Context: an optimization exercise on an open-source flow, tuned for small area, a short achievable clock period and few clock cycles per item. The choices shown serve that exercise and are no tape-out recipe. Function was checked by simulation only, so behaviour that the tests miss may differ from the original. The clock port is modelled as an ideal driver; clocking choices that lean on that would not hold on a real chip. Power figures rest on the tool's default switching activity, not on a simulated workload.

==> flow/design.v (excerpt) <==
module Optical_8x8ctrl_top#(
    parameter       P_BAR       =   1'b0,
    parameter       P_CROSS     =   1'b1,
    parameter       P_DSTWIDTH  =   3   ,
    parameter       P_PORTNUM   =   8   ,
    parameter       P_SWITCHNUM =   4
)(
    input                                   i_clk           ,
    input                                   i_rst           ,
    input  [P_DSTWIDTH*P_PORTNUM - 1:0]     i_8x8_req       ,
    input                                   i_8x8_valid     ,
    output [19:0]                           o_grant_8x8     ,
    output                                  o_grant_valid
);
Size: ~48 I/O pins, roughly 1200 µm² of cells after synthesis.
==> flow/config.mk <==
export PLATFORM = sky130hd
export DESIGN_NAME = Optical_8x8ctrl_top
export DESIGN_NICKNAME = Optical_8x8ctrl_top
export VERILOG_FILES = /design/flow/design.v
export SDC_FILE = /design/flow/constraint.sdc
export NUM_CORES = 4
export LEC_CHECK = 0
export CAP_MARGIN = 20
export CORE_AREA = 2 2 64 64
export DIE_AREA = 0 0 66 66
export SLEW_MARGIN = 20
==> flow/constraint.sdc <==
create_clock -name core_clock -period 19.0 [get_ports {i_clk}]
set_input_delay 3.8000 -clock core_clock [delete_from_list [all_inputs] [get_ports {i_clk}]]
set_output_delay 3.8000 -clock core_clock [all_outputs]
set_load 0.01 [all_outputs]
standard.sh (not shown) runs the stock make flow with config.mk's settings and CLKGATE_MAP_FILE= SYNTH_SCRIPT=/design/flow/synth_recipe.tcl, a recipe that flattens the netlist after the stock synthesis.
==> flow/flow/run.sh <==
#!/bin/bash
set -euo pipefail
cd "$(dirname "$0")/.."
W=$(pwd)
{ head -n 1 synth_recipe.tcl; cat flow/abc_override.tcl; tail -n +2 synth_recipe.tcl; } > own_synth.tcl
sed "s#SYNTH_SCRIPT=[^ ]*#SYNTH_SCRIPT=$W/own_synth.tcl#" standard.sh > own_standard.sh
grep -q "SYNTH_SCRIPT=$W/own_synth.tcl" own_standard.sh
export OWN_ABC_SCRIPT=$W/flow/abc.script
export BUFFER_PORTS_ARGS="-buffer_cell sky130_fd_sc_hd__buf_2"
export POST_GLOBAL_PLACE_TCL=$W/flow/outbuf.tcl
export POST_CTS_TCL=$W/flow/size.tcl
export CTS_ARGS="-sink_clustering_enable -repair_clock_nets -buf_list {sky130_fd_sc_hd__clkbuf_4} -root_buf sky130_fd_sc_hd__clkbuf_4 -dont_use_dummy_load"
bash own_standard.sh > flow.log 2>&1
==> flow/flow/abc.script <==
&get -n
&st
&dch
&nf
&put
==> flow/flow/abc_override.tcl <==
# Technology mapping with this flow's own ABC script (flow/abc.script) in place
# of ORFS's; everything else in the standard flow's synthesis stays as it is.
proc abc {args} {
  set i [lsearch -exact $args -script]
  if {$i >= 0} { lset args [expr {$i + 1}] $::env(OWN_ABC_SCRIPT) }
  puts "abc_override: abc [join $args]"
  yosys abc {*}$args
}
Other scripts of this flow, unchanged in this note and not shown: flow/flow/outbuf.tcl, flow/flow/size.tcl
The baseline passed the timing, design-rule and antenna checks.
Testbench counts at the start, summed over its fixed seeds: cycles 2,048, items 2,048.
==> next run, changes <==
==> flow/flow/abc.script (replaced) <==
&get -n
&st
&dch
&nf -R 20
&put
The changed run went through all stages and came out clean.
Clock power rose by about 2%.
Worst setup slack degrades by 0.043 ns.
Die area is unchanged.
Global-route usage rose by 0.99 points.
Non-clock buffer count stays the same.
Synthesized area fell by 1.4%.
Fmax fell by 0.83%.
Utilization fell by 0.14 points.
Synthesized cell count fell by 2.9%.
Worst hold slack improves by 0.016 ns.
==> next run, changes <==
==> flow/flow/run.sh (replaced) <==
#!/bin/bash
set -euo pipefail
cd "$(dirname "$0")/.."
W=$(pwd)
export BUFFER_PORTS_ARGS="-buffer_cell sky130_fd_sc_hd__buf_2"
export POST_GLOBAL_PLACE_TCL=$W/flow/outbuf.tcl
export POST_CTS_TCL=$W/flow/size.tcl
export CTS_ARGS="-sink_clustering_enable -repair_clock_nets -buf_list {sky130_fd_sc_hd__clkbuf_4} -root_buf sky130_fd_sc_hd__clkbuf_4 -dont_use_dummy_load"
bash standard.sh > flow.log 2>&1
removed: flow/flow/abc.script
removed: flow/flow/abc_override.tcl
After rerunning: The new run passed the timing, design-rule and antenna checks. Worst setup slack got worse by 0.11 ns. Critical path depth climbs by 1. Worst hold slack got worse by 0.0066 ns. Final cell count climbs by 3.1%.
==> next run, changes <==
Settings changed: PLACE_DENSITY from default to 0.35.
Outcome: Die area stays the same. Final cell count is unchanged. Non-clock buffer count is unchanged. Hold slack gains 0.0061 ns. Setup slack gains 0.019 ns. Power went up slightly. Design area went up slightly. Wire length went up by roughly a tenth.
==> next run, changes <==
--- a/flow/flow/run.sh
+++ b/flow/flow/run.sh
@@ -4,2 +4,6 @@
 W=$(pwd)
+{ head -n 1 synth_recipe.tcl; cat flow/abc_override.tcl; tail -n +2 synth_recipe.tcl; } > own_synth.tcl
+sed "s#SYNTH_SCRIPT=[^ ]*#SYNTH_SCRIPT=$W/own_synth.tcl#" standard.sh > own_standard.sh
+grep -q "SYNTH_SCRIPT=$W/own_synth.tcl" own_standard.sh
+export OWN_ABC_SCRIPT=$W/flow/abc.script
 export BUFFER_PORTS_ARGS="-buffer_cell sky130_fd_sc_hd__buf_2"
@@ -8,2 +12,2 @@
 export CTS_ARGS="-sink_clustering_enable -repair_clock_nets -buf_list {sky130_fd_sc_hd__clkbuf_4} -root_buf sky130_fd_sc_hd__clkbuf_4 -dont_use_dummy_load"
-bash standard.sh > flow.log 2>&1
+bash own_standard.sh > flow.log 2>&1
==> flow/flow/abc.script (new file) <==
&get -n
&st
&syn2
&dch
&nf
&put
==> flow/flow/abc_override.tcl (new file) <==
# Technology mapping with this flow's own ABC script (flow/abc.script) in place
# of ORFS's; everything else in the standard flow's synthesis stays as it is.
proc abc {args} {
  set i [lsearch -exact $args -script]
  if {$i >= 0} { lset args [expr {$i + 1}] $::env(OWN_ABC_SCRIPT) }
  yosys abc {*}$args
}
Settings changed: PLACE_DENSITY 0.35 to default.
The changed run went through all stages and came out clean.
Sequential share of layout area rises by 0.52 points.
Final cell count falls by 2.1%.
First-iteration DRC count falls by 4.9%.
Routed wire length falls by 14%.
Power falls by 3.3%.
Final area falls by 2.2%.
Worst setup slack gets worse by 0.024 ns.
Critical path depth falls by 1.

========
Starting RTL as in the previous note.
Settings: LEC_CHECK=0, CAP_MARGIN=20, CORE_AREA=2 2 64 64, DIE_AREA=0 0 66 66, GPL_TIMING_DRIVEN=0, SLEW_MARGIN=20; clock period 19.0 ns.
==> flow/flow/run.sh <==
#!/bin/bash
set -euo pipefail
cd "$(dirname "$0")/.."
W=$(pwd)
{ head -n 1 synth_recipe.tcl; cat flow/abc_override.tcl; tail -n +2 synth_recipe.tcl; } > own_synth.tcl
sed "s#SYNTH_SCRIPT=[^ ]*#SYNTH_SCRIPT=$W/own_synth.tcl#" standard.sh > own_standard.sh
grep -q "SYNTH_SCRIPT=$W/own_synth.tcl" own_standard.sh
export OWN_ABC_SCRIPT=$W/flow/abc.script
export BUFFER_PORTS_ARGS="-buffer_cell sky130_fd_sc_hd__buf_2"
export POST_GLOBAL_PLACE_TCL=$W/flow/outbuf.tcl
export POST_CTS_TCL=$W/flow/size.tcl
export CTS_ARGS="-sink_clustering_enable -repair_clock_nets -buf_list {sky130_fd_sc_hd__clkbuf_4} -root_buf sky130_fd_sc_hd__clkbuf_4 -dont_use_dummy_load"
bash own_standard.sh > flow.log 2>&1
==> flow/flow/abc.script <==
&get -n
&st
&dch
&nf
&put
==> flow/flow/abc_override.tcl <==
# Technology mapping with this flow's own ABC script (flow/abc.script) in place
# of ORFS's; everything else in the standard flow's synthesis stays as it is.
proc abc {args} {
  set i [lsearch -exact $args -script]
  if {$i >= 0} { lset args [expr {$i + 1}] $::env(OWN_ABC_SCRIPT) }
  puts "abc_override: abc [join $args]"
  yosys abc {*}$args
}
Other scripts of this flow, unchanged in this note and not shown: flow/flow/outbuf.tcl, flow/flow/size.tcl
The baseline passed the timing, design-rule and antenna checks.
Testbench counts at the start, summed over its fixed seeds: cycles 2,048, items 2,048.
==> next run, changes <==
--- a/flow/config.mk
+++ b/flow/config.mk
@@ -9,4 +9,4 @@
 export CORE_AREA = 2 2 64 64
 export DIE_AREA = 0 0 66 66
-export GPL_TIMING_DRIVEN = 0
+export PLACE_DENSITY = 0.85
 export SLEW_MARGIN = 20
The new run passed the timing, design-rule and antenna checks.
Sequential share of layout area hardly moves.
Power barely changes.
Critical path depth is unchanged.
==> next run, changes <==
==> flow/flow/run.sh (replaced) <==
#!/bin/bash
set -euo pipefail
cd "$(dirname "$0")/.."
W=$(pwd)
export BUFFER_PORTS_ARGS="-buffer_cell sky130_fd_sc_hd__buf_2"
export POST_GLOBAL_PLACE_TCL=$W/flow/outbuf.tcl
export POST_CTS_TCL=$W/flow/size.tcl
export CTS_ARGS="-sink_clustering_enable -repair_clock_nets -buf_list {sky130_fd_sc_hd__clkbuf_4} -root_buf sky130_fd_sc_hd__clkbuf_4 -dont_use_dummy_load"
bash standard.sh > flow.log 2>&1
removed: flow/flow/abc.script
removed: flow/flow/abc_override.tcl
Outcome: Sequential power is higher by about 1%; critical path depth is unchanged; global-route usage is lower by 0.59 points; utilization is higher by 0.61 points; combinational power is higher by about 3%; clock power hardly moves; design area is higher by 1.5%.
==> next run, changes <==
==> flow/flow/run.sh (replaced) <==
#!/bin/bash
set -euo pipefail
cd "$(dirname "$0")/.."
W=$(pwd)
{ head -n 1 synth_recipe.tcl; cat flow/abc_override.tcl; tail -n +2 synth_recipe.tcl; } > own_synth.tcl
sed "s#SYNTH_SCRIPT=[^ ]*#SYNTH_SCRIPT=$W/own_synth.tcl#" standard.sh > own_standard.sh
grep -q "SYNTH_SCRIPT=$W/own_synth.tcl" own_standard.sh
export OWN_ABC_SCRIPT=$W/flow/abc.script
export BUFFER_PORTS_ARGS="-buffer_cell sky130_fd_sc_hd__buf_2"
export POST_GLOBAL_PLACE_TCL=$W/flow/outbuf.tcl
export POST_CTS_TCL=$W/flow/size.tcl
export CTS_ARGS="-sink_clustering_enable -repair_clock_nets -buf_list {sky130_fd_sc_hd__clkbuf_4} -root_buf sky130_fd_sc_hd__clkbuf_4 -dont_use_dummy_load"
bash own_standard.sh > flow.log 2>&1
==> flow/flow/abc.script (new file) <==
strash
dch
map -a
==> flow/flow/abc_override.tcl (new file) <==
# Technology mapping with this flow's own ABC script (flow/abc.script) in place
# of ORFS's; everything else in the standard flow's synthesis stays as it is.
proc abc {args} {
  set i [lsearch -exact $args -script]
  if {$i >= 0} { lset args [expr {$i + 1}] $::env(OWN_ABC_SCRIPT) }
  yosys abc {*}$args
}
--- a/flow/config.mk
+++ b/flow/config.mk
@@ -9,4 +9,3 @@
 export CORE_AREA = 2 2 64 64
 export DIE_AREA = 0 0 66 66
-export PLACE_DENSITY = 0.85
 export SLEW_MARGIN = 20
Outcome: The changed run passed the timing, design-rule and antenna checks; die area does not change; worst setup slack gains 0.091 ns; cell area grows by 1.3%; total power decreases by about 6%.
==> next run, changes <==
==> flow/flow/abc.script (replaced) <==
&get -n
&st
&dch
&nf
&put
After rerunning: The new run produced a clean layout; sequential share of layout area is higher by 0.88 points; non-clock buffer count is unchanged; clock-buffer cell count does not change; final cell count is lower by about a fifth; setup slack improves by 0.038 ns; worst hold slack degrades by 0.031 ns; wire length is lower by about a fifth; synthesized area is lower by a few percent; core utilization is lower by 1.2 points; total power is higher by a few percent.
==> next run, changes <==
==> flow/flow/abc.script (replaced) <==
&get -n
&st
&dch
&nf -R 10
&put
--- a/flow/flow/abc_override.tcl
+++ b/flow/flow/abc_override.tcl
@@ -4,4 +4,5 @@
   set i [lsearch -exact $args -script]
   if {$i >= 0} { lset args [expr {$i + 1}] $::env(OWN_ABC_SCRIPT) }
+  puts "abc_override: abc [join $args]"
   yosys abc {*}$args
 }
Wire length is unchanged.
Non-clock buffer count is unchanged.
Worst setup slack does not change.
Total power stays the same.
Core utilization is unchanged.
Design area is unchanged.
Synthesized cell count does not change.

========
Setup of lane 1:
Another version of the RTL of Optical_8x8ctrl_top (not shown whole).
Size in the first run: about 150 cells after synthesis, about 20 flip-flops, about 48 I/O pins.
export LEC_CHECK = 0
export CAP_MARGIN = 20
export CORE_AREA = 2 2 64 64
export DIE_AREA = 0 0 66 66
export SLEW_MARGIN = 20
create_clock -name core_clock -period 19.0 [get_ports {i_clk}]
==> flow/flow/run.sh <==
#!/bin/bash
# Standard ORFS layout (the standard.sh) with plain buffers instead of delay
# buffers on the ports, minimum-size output-port buffers and smaller clock-tree
# buffers. All tool output goes to flow.log in the work folder; ORFS's per-step
# logs stay under orfs/logs/.
set -euo pipefail
cd "$(dirname "$0")/.."
W=$(pwd)
{ head -n 1 synth_recipe.tcl; cat flow/abc_override.tcl; tail -n +2 synth_recipe.tcl; } > own_synth.tcl
sed "s#SYNTH_SCRIPT=[^ ]*#SYNTH_SCRIPT=$W/own_synth.tcl#" standard.sh > own_standard.sh
grep -q "SYNTH_SCRIPT=$W/own_synth.tcl" own_standard.sh
export OWN_ABC_SCRIPT=$W/flow/abc.script
export BUFFER_PORTS_ARGS="-buffer_cell sky130_fd_sc_hd__buf_2"
export POST_GLOBAL_PLACE_TCL=$W/flow/outbuf.tcl
export CTS_ARGS="-sink_clustering_enable -repair_clock_nets -buf_list {sky130_fd_sc_hd__clkbuf_4} -root_buf sky130_fd_sc_hd__clkbuf_4 -dont_use_dummy_load"
bash own_standard.sh > flow.log 2>&1
==> flow/flow/abc.script <==
&get -n
&st
&dch
&nf
&st
&syn2
&if -g -K 6
&synch2
&nf
&st
&syn2
&if -g -K 6
&synch2
&nf
&st
&syn2
&if -g -K 6
&synch2
&nf
&st
&syn2
&if -g -K 6
&synch2
&nf
&st
&syn2
&if -g -K 6
&synch2
&nf
&put
topo
stime -c
upsize -c
dnsize -c
==> flow/flow/abc_override.tcl <==
# Technology mapping with this flow's own ABC script (flow/abc.script) in place
# of ORFS's; everything else in the standard flow's synthesis stays as it is.
proc abc {args} {
  set i [lsearch -exact $args -script]
  if {$i >= 0} { lset args [expr {$i + 1}] $::env(OWN_ABC_SCRIPT) }
  puts "abc_override: using $::env(OWN_ABC_SCRIPT)"
  yosys abc {*}$args
}
==> flow/flow/outbuf.tcl <==
# After port buffering and global placement: shrink to the minimum size the
# buffers of the output ports (each drives only its port's load) and of the
# inputs that feed no comparison (the destinations' bit 0, valid and reset).
set small {i_8x8_valid i_rst}
for {set i 0} {$i < 8} {incr i} { lappend small "i_8x8_req\[[expr {3 * $i}]\]" }
foreach inst [[ord::get_db_block] getInsts] {
  set name [$inst getName]
  if {[[$inst getMaster] getName] ne "sky130_fd_sc_hd__buf_2"} { continue }
  set a [$inst findITerm A]
  if {$a eq "NULL" || [$a getNet] eq "NULL"} { continue }
  set in [[$a getNet] getName]
  if {[string match output* $name] || ([string match input* $name] && [lsearch -exact $small $in] >= 0)} {
    puts "outbuf.tcl: $name ($in) -> buf_1"
    replace_cell [get_cells $name] sky130_fd_sc_hd__buf_1
  }
}
Testbench counts of lane 1, summed over its fixed seeds: cycles 2,048, items 2,048.
The inputs of lane 2 differ from those of lane 1 as listed below.
==> flow/flow/run.sh <==
#!/bin/bash
# Standard ORFS layout (the standard.sh) with plain buffers instead of delay
# buffers on the ports, minimum-size output-port buffers and smaller clock-tree
# buffers. All tool output goes to flow.log in the work folder; ORFS's per-step
# logs stay under orfs/logs/.
set -euo pipefail
cd "$(dirname "$0")/.."
W=$(pwd)
export BUFFER_PORTS_ARGS="-buffer_cell sky130_fd_sc_hd__buf_2"
export POST_GLOBAL_PLACE_TCL=$W/flow/outbuf.tcl
export CTS_ARGS="-sink_clustering_enable -repair_clock_nets -buf_list {sky130_fd_sc_hd__clkbuf_4} -root_buf sky130_fd_sc_hd__clkbuf_4 -dont_use_dummy_load"
bash standard.sh > flow.log 2>&1
removed: flow/flow/abc.script
removed: flow/flow/abc_override.tcl
Results
Lane 2 completed every stage of the flow, and the final layout passed the timing, design-rule and antenna checks.
Of lane 2 and lane 1, the lower critical path depth belongs to lane 2.
Taking lane 1 as the reference, in lane 2 DRC marker count from the first detailed-route iteration higher, initial standard-cell utilization of the core now larger, share of power burned in combinational logic rose 0.3 points, highest attainable clock frequency climbed 0.37%.
The following lists how lane 3 was set up differently from lane 2:
-- flow/flow/run.sh --
<<< lane 2, line 9
export BUFFER_PORTS_ARGS="-buffer_cell sky130_fd_sc_hd__buf_2"
export POST_GLOBAL_PLACE_TCL=$W/flow/outbuf.tcl
export CTS_ARGS="-sink_clustering_enable -repair_clock_nets -buf_list {sky130_fd_sc_hd__clkbuf_4} -root_buf sky130_fd_sc_hd__clkbuf_4 -dont_use_dummy_load"
bash standard.sh > flow.log 2>&1
>>> lane 3, line 9
export BUFFER_PORTS_ARGS="-buffer_cell sky130_fd_sc_hd__buf_2"
export POST_GLOBAL_PLACE_TCL=$W/flow/outbuf.tcl
export CTS_ARGS="-sink_clustering_enable -repair_clock_nets -buf_list {${CTSBUF:-sky130_fd_sc_hd__clkbuf_8}} -root_buf ${CTSROOT:-sky130_fd_sc_hd__clkbuf_8} -dont_use_dummy_load"
bash standard.sh > flow.log 2>&1
==> flow/flow/outbuf.tcl <==
# After port buffering and global placement: shrink each output port's buffer
# to the minimum size (it drives only the port's load).
foreach inst [get_cells output*] {
  set cell [get_property $inst ref_name]
  if {$cell eq "sky130_fd_sc_hd__buf_2"} {
    replace_cell $inst sky130_fd_sc_hd__buf_1
  }
}
## What came out
- Comparing lane 2 with lane 3, the die area came out essentially unchanged.
- Delta (lane 3 minus lane 2): total wire length after detailed routing picked up an extra 1.6%; relative area of non-clock buffer cells in the final design picked up an extra 0.47 points; post-synthesis mux area share neither gained nor lost much; multi-input combinational area share lost 1.0 points.
- Lane 3 vs. lane 2: via count increased by 23 relative to the old numbers; worst setup slack after layout shrank by 0.010 ns.
- Lane 3: all stages complete, timing, DRC and antenna checks passed
- Min post-layout total power across lane 2 and lane 3: lane 2

what the ideal ports hide:
How much do the figures lean on ideal ports? The routed layouts below were timed once more, with nothing changed but the port constraints.
Step 1: set_driving_cell puts a clkbuf_16 on i_clk and a buf_2 on each other input, an assumption about the parent block.
Step 2 adds t to the input delays and takes it off the output delays; t is the mean of the earliest and latest rising clock arrival at the registers after step 1. Input paths then give back, and output paths get back, about the clock's delay inside the block.
a / b / c = ideal / step 1 / step 2; a / b = the first two.
run	t, ns	setup slack, ns	worst register clock-pin slew, ns
the first run of note 1	0.314	13.807 / 13.783 / 13.532	0.11 / 0.11
the second run of note 1	0.310	13.763 / 13.742 / 13.461	0.10 / 0.10
the third run of note 1	0.303	13.649 / 13.628 / 13.385	0.11 / 0.11
the fourth run of note 1	0.304	13.668 / 13.668 / 13.363	0.11 / 0.11
the fifth run of note 1	0.307	13.644 / 13.620 / 13.373	0.11 / 0.11
the first run of note 2	0.304	13.804 / 13.806 / 13.501	0.11 / 0.11
the second run of note 2	0.305	13.787 / 13.790 / 13.485	0.11 / 0.11
the third run of note 2	0.306	13.677 / 13.679 / 13.373	0.11 / 0.11
the fourth run of note 2	0.310	13.768 / 13.772 / 13.462	0.11 / 0.11
the fifth run of note 2	0.314	13.807 / 13.783 / 13.532	0.11 / 0.11
the sixth run of note 2	0.314	13.807 / 13.783 / 13.532	0.11 / 0.11
lane 1	0.307	13.543 / 13.523 / 13.239	0.11 / 0.11
lane 2	0.306	13.564 / 13.540 / 13.296	0.11 / 0.11
lane 3	0.270	13.553 / 13.560 / 13.290	0.07 / 0.07
After both steps setup and hold are still met in every run listed. The setup slack of the fourth run of note 2, which loses most, moves by +0.004 ns with the drivers and by -0.306 ns with both steps.
